Context: an optimization exercise on an open-source flow, tuned for small area, a short achievable clock period and few clock cycles per item. The choices shown serve that exercise and are no tape-out recipe.

==> module tiny_encryption_algorithm, before the edit <==
module tiny_encryption_algorithm(
    input              clk,         
    input              rst_n,       
    input              key_valid,   
    input              ptxt_valid,  
    input      [63:0]  ptxt,        
    input      [127:0] key,         
    output     [63:0]  ctxt,        
    output reg         ctxt_ready   
);
localparam [31:0] DELTA   = 32'h9e3779b9;
localparam [31:0] SUM_END = 32'hc6ef3720;  
reg         load;    
reg         busy;
reg         phase;   
reg [31:0]  sum;
reg [31:0]  a, b;
reg [127:0] k;
wire start = key_valid & ptxt_valid & ~busy & ~load;
wire last  = phase & (sum == SUM_END);
function automatic [31:0] add32(input [31:0] x, input [31:0] y);
    reg [31:0] p, gg, pp, g2, p2;
    integer l, i;
    begin
        p = x ^ y; gg = x & y; pp = p;
        for (l = 0; l < 5; l = l + 1) begin
            g2 = gg; p2 = pp;
            for (i = (1 << l); i < 32; i = i + 1) begin
                g2[i] = gg[i] | (pp[i] & gg[i - (1 << l)]);
                p2[i] = pp[i] & pp[i - (1 << l)];
            end
            gg = g2; pp = p2;
        end
        add32 = p ^ {gg[30:0], 1'b0};
    end
endfunction
wire [31:0] f  = add32(b << 4, k[127:96]) ^ add32(b, sum) ^ add32(b >> 5, k[95:64]);
wire [31:0] op = load ? ptxt[31:0] : (busy ? a : b);
wire [31:0] b_next = add32(op, f & {32{busy}});
always @(posedge clk or negedge rst_n) begin
    if (!rst_n) begin
        load       <= 1'b0;
        busy       <= 1'b0;
        ctxt_ready <= 1'b0;
    end else begin
        load <= start;
        if (load) busy <= 1'b1;
        else if (busy & last) busy <= 1'b0;
        if (start) ctxt_ready <= 1'b0;
        else if (busy & last) ctxt_ready <= 1'b1;
    end
end
always @(posedge clk) begin
    b <= b_next;
    if (busy) begin
        phase <= ~phase;
        if (phase) sum <= sum + DELTA;
        k <= {k[63:0], k[127:64]};
        a <= b;
    end else begin
        phase <= 1'b0;
        sum   <= DELTA;
        k     <= key;
        if (load) a <= ptxt[63:32];
    end
end
assign ctxt = {a, b};
endmodule
==> flow/config.mk <==
export PLATFORM = sky130hd
export DESIGN_NAME = tiny_encryption_algorithm
export DESIGN_NICKNAME = tiny_encryption_algorithm
export VERILOG_FILES = /design/flow/design.v
export SDC_FILE = /design/flow/constraint.sdc
export NUM_CORES = 4
export LEC_CHECK = 0
export ABC_AREA = 1
export CAP_MARGIN = 20
export CORE_MARGIN = 2
export CORE_UTILIZATION = 40
export CTS_BUF_LIST = sky130_fd_sc_hd__clkbuf_4 sky130_fd_sc_hd__clkbuf_8
export SETUP_SLACK_MARGIN = 5
export SLEW_MARGIN = 20
==> flow/constraint.sdc <==
create_clock -name core_clock -period 9.5 [get_ports {clk}]
set_input_delay 1.9000 -clock core_clock [delete_from_list [all_inputs] [get_ports {clk}]]
set_output_delay 1.9000 -clock core_clock [all_outputs]
set_load 0.01 [all_outputs]
standard.sh (not shown) runs the stock make flow with config.mk's settings and CLKGATE_MAP_FILE= SYNTH_SCRIPT=/design/flow/synth_recipe.tcl, a recipe that flattens the netlist after the stock synthesis.
==> flow/flow/run.sh <==
#!/bin/bash
set -euo pipefail
args=()
while IFS= read -r line; do
  [[ -z "$line" || "$line" == \#* ]] && continue
  args+=("$line")
done < flow/make_vars.txt
bash standard.sh "${args[@]}" finish > standard_flow.log 2>&1
==> flow/flow/make_vars.txt <==
BUFFER_PORTS_ARGS=-buffer_cell sky130_fd_sc_hd__buf_1
The starting point finished with timing, DRC and antenna clean.
==> next run, changes <==
==> flow/design.v (replaced) <==
module tiny_encryption_algorithm(
    input              clk,         
    input              rst_n,       
    input              key_valid,   
    input              ptxt_valid,  
    input      [63:0]  ptxt,        
    input      [127:0] key,         
    output     [63:0]  ctxt,        
    output reg         ctxt_ready   
);
localparam [31:0] DELTA   = 32'h9e3779b9;
localparam [31:0] SUM_END = 32'hc6ef3720;  
reg         load;    
reg         busy;
reg         idle;    
reg         hold;    
reg         phase;   
reg [31:0]  sum;
reg [31:0]  a, b;
reg [127:0] k;
wire start = key_valid & ptxt_valid & ~busy & ~load;
wire last  = phase & (sum == SUM_END);
function automatic [31:0] add32(input [31:0] x, input [31:0] y);
    reg [31:0] p, g, c;
    reg [31:0] g2, p2;    
    reg [15:0] gg, pp;    
    integer l, i, j;
    begin
        p = x ^ y; g = x & y;
        g2[0] = g[0]; p2[0] = p[0];
        for (i = 1; i < 32; i = i + 1) begin
            g2[i] = g[i] | (p[i] & g[i-1]);
            p2[i] = p[i] & p[i-1];
        end
        for (i = 0; i < 16; i = i + 1) begin
            gg[i] = g2[2*i+1]; pp[i] = p2[2*i+1];
        end
        for (l = 0; l < 4; l = l + 1)
            for (i = 15; i >= 0; i = i - 1)
                if ((i >> l) & 1) begin
                    j = ((i >> l) << l) - 1;
                    gg[i] = gg[i] | (pp[i] & gg[j]);
                    pp[i] = pp[i] & pp[j];
                end
        c[0] = 1'b0;
        c[1] = g[0];
        for (i = 1; i < 16; i = i + 1) begin
            c[2*i] = gg[i-1];
            c[2*i+1] = g2[2*i] | (p2[2*i] & gg[i-1]);
        end
        add32 = p ^ c;
    end
endfunction
wire [31:0] f  = add32(b << 4, k[127:96]) ^ add32(b, sum) ^ add32(b >> 5, k[95:64]);
wire [31:0] op = ({32{load}} & ptxt[31:0]) | ({32{busy}} & a) | ({32{hold}} & b);
wire [31:0] b_next = add32(op, f & {32{busy}});
always @(posedge clk or negedge rst_n) begin
    if (!rst_n) begin
        load       <= 1'b0;
        busy       <= 1'b0;
        ctxt_ready <= 1'b0;
    end else begin
        load <= start;
        busy <= busy_next;
        if (start) ctxt_ready <= 1'b0;
        else if (busy & last) ctxt_ready <= 1'b1;
    end
end
wire busy_next = load | (busy & ~last);
always @(posedge clk) begin
    idle <= ~busy_next;
    hold <= ~busy_next & ~start;
    b <= b_next;
    k <= ({128{busy}} & {k[63:0], k[127:64]}) | ({128{idle}} & key);
    if (busy | load) a <= ({32{busy}} & b) | ({32{load}} & ptxt[63:32]);
    if (busy) begin
        phase <= ~phase;
        if (phase) sum <= sum + DELTA;
    end else begin
        phase <= 1'b0;
        sum   <= DELTA;
    end
end
assign ctxt = {a, b};
endmodule
After rerunning: The new run produced a clean layout. Final cell count shrinks by 24%. First-iteration DRC count decreases by 29%. Final area decreases by 11%. Wire length went down by about 28%. Count of clock-buffer cells in the layout went down by 6. Hold slack gets better by 33 ps. Via count is lower by about 24%. Sequential cell count grows by 2. Area after synthesis drops by about 13%. Core utilization rises by 0.97 points.
No functional check of the RTL was part of any run of this note.

-- static timing again, ports no longer ideal --
How much do the figures lean on ideal ports? The routed layouts below were timed once more, with nothing changed but the port constraints.
Step 1: set_driving_cell puts a clkbuf_16 on clk and a buf_2 on each other input, an assumption about the parent block.
Step 2, shift: input delay + t, output delay - t, t = (earliest + latest rising clock arrival at the registers) / 2. This alone moves slack from input paths to output paths.
a / b / c = ideal / step 1 / step 2; a / b = the first two.
run	shift t [ns]	setup WS [ns]	worst setup path at the end	slew at the worst register clock pin (ns)	cell pins on the clock port's net
the first run	0.644	5.248 / 5.248 / 5.167	input to register	0.07 / 0.07	1
the second run	0.607	5.240 / 5.240 / 5.004	input to register	0.06 / 0.06	1
After both steps every run listed still meets setup and hold. For the second run, which loses most, drivers alone change the setup slack by 0.000 ns; drivers and shift together by -0.236 ns.
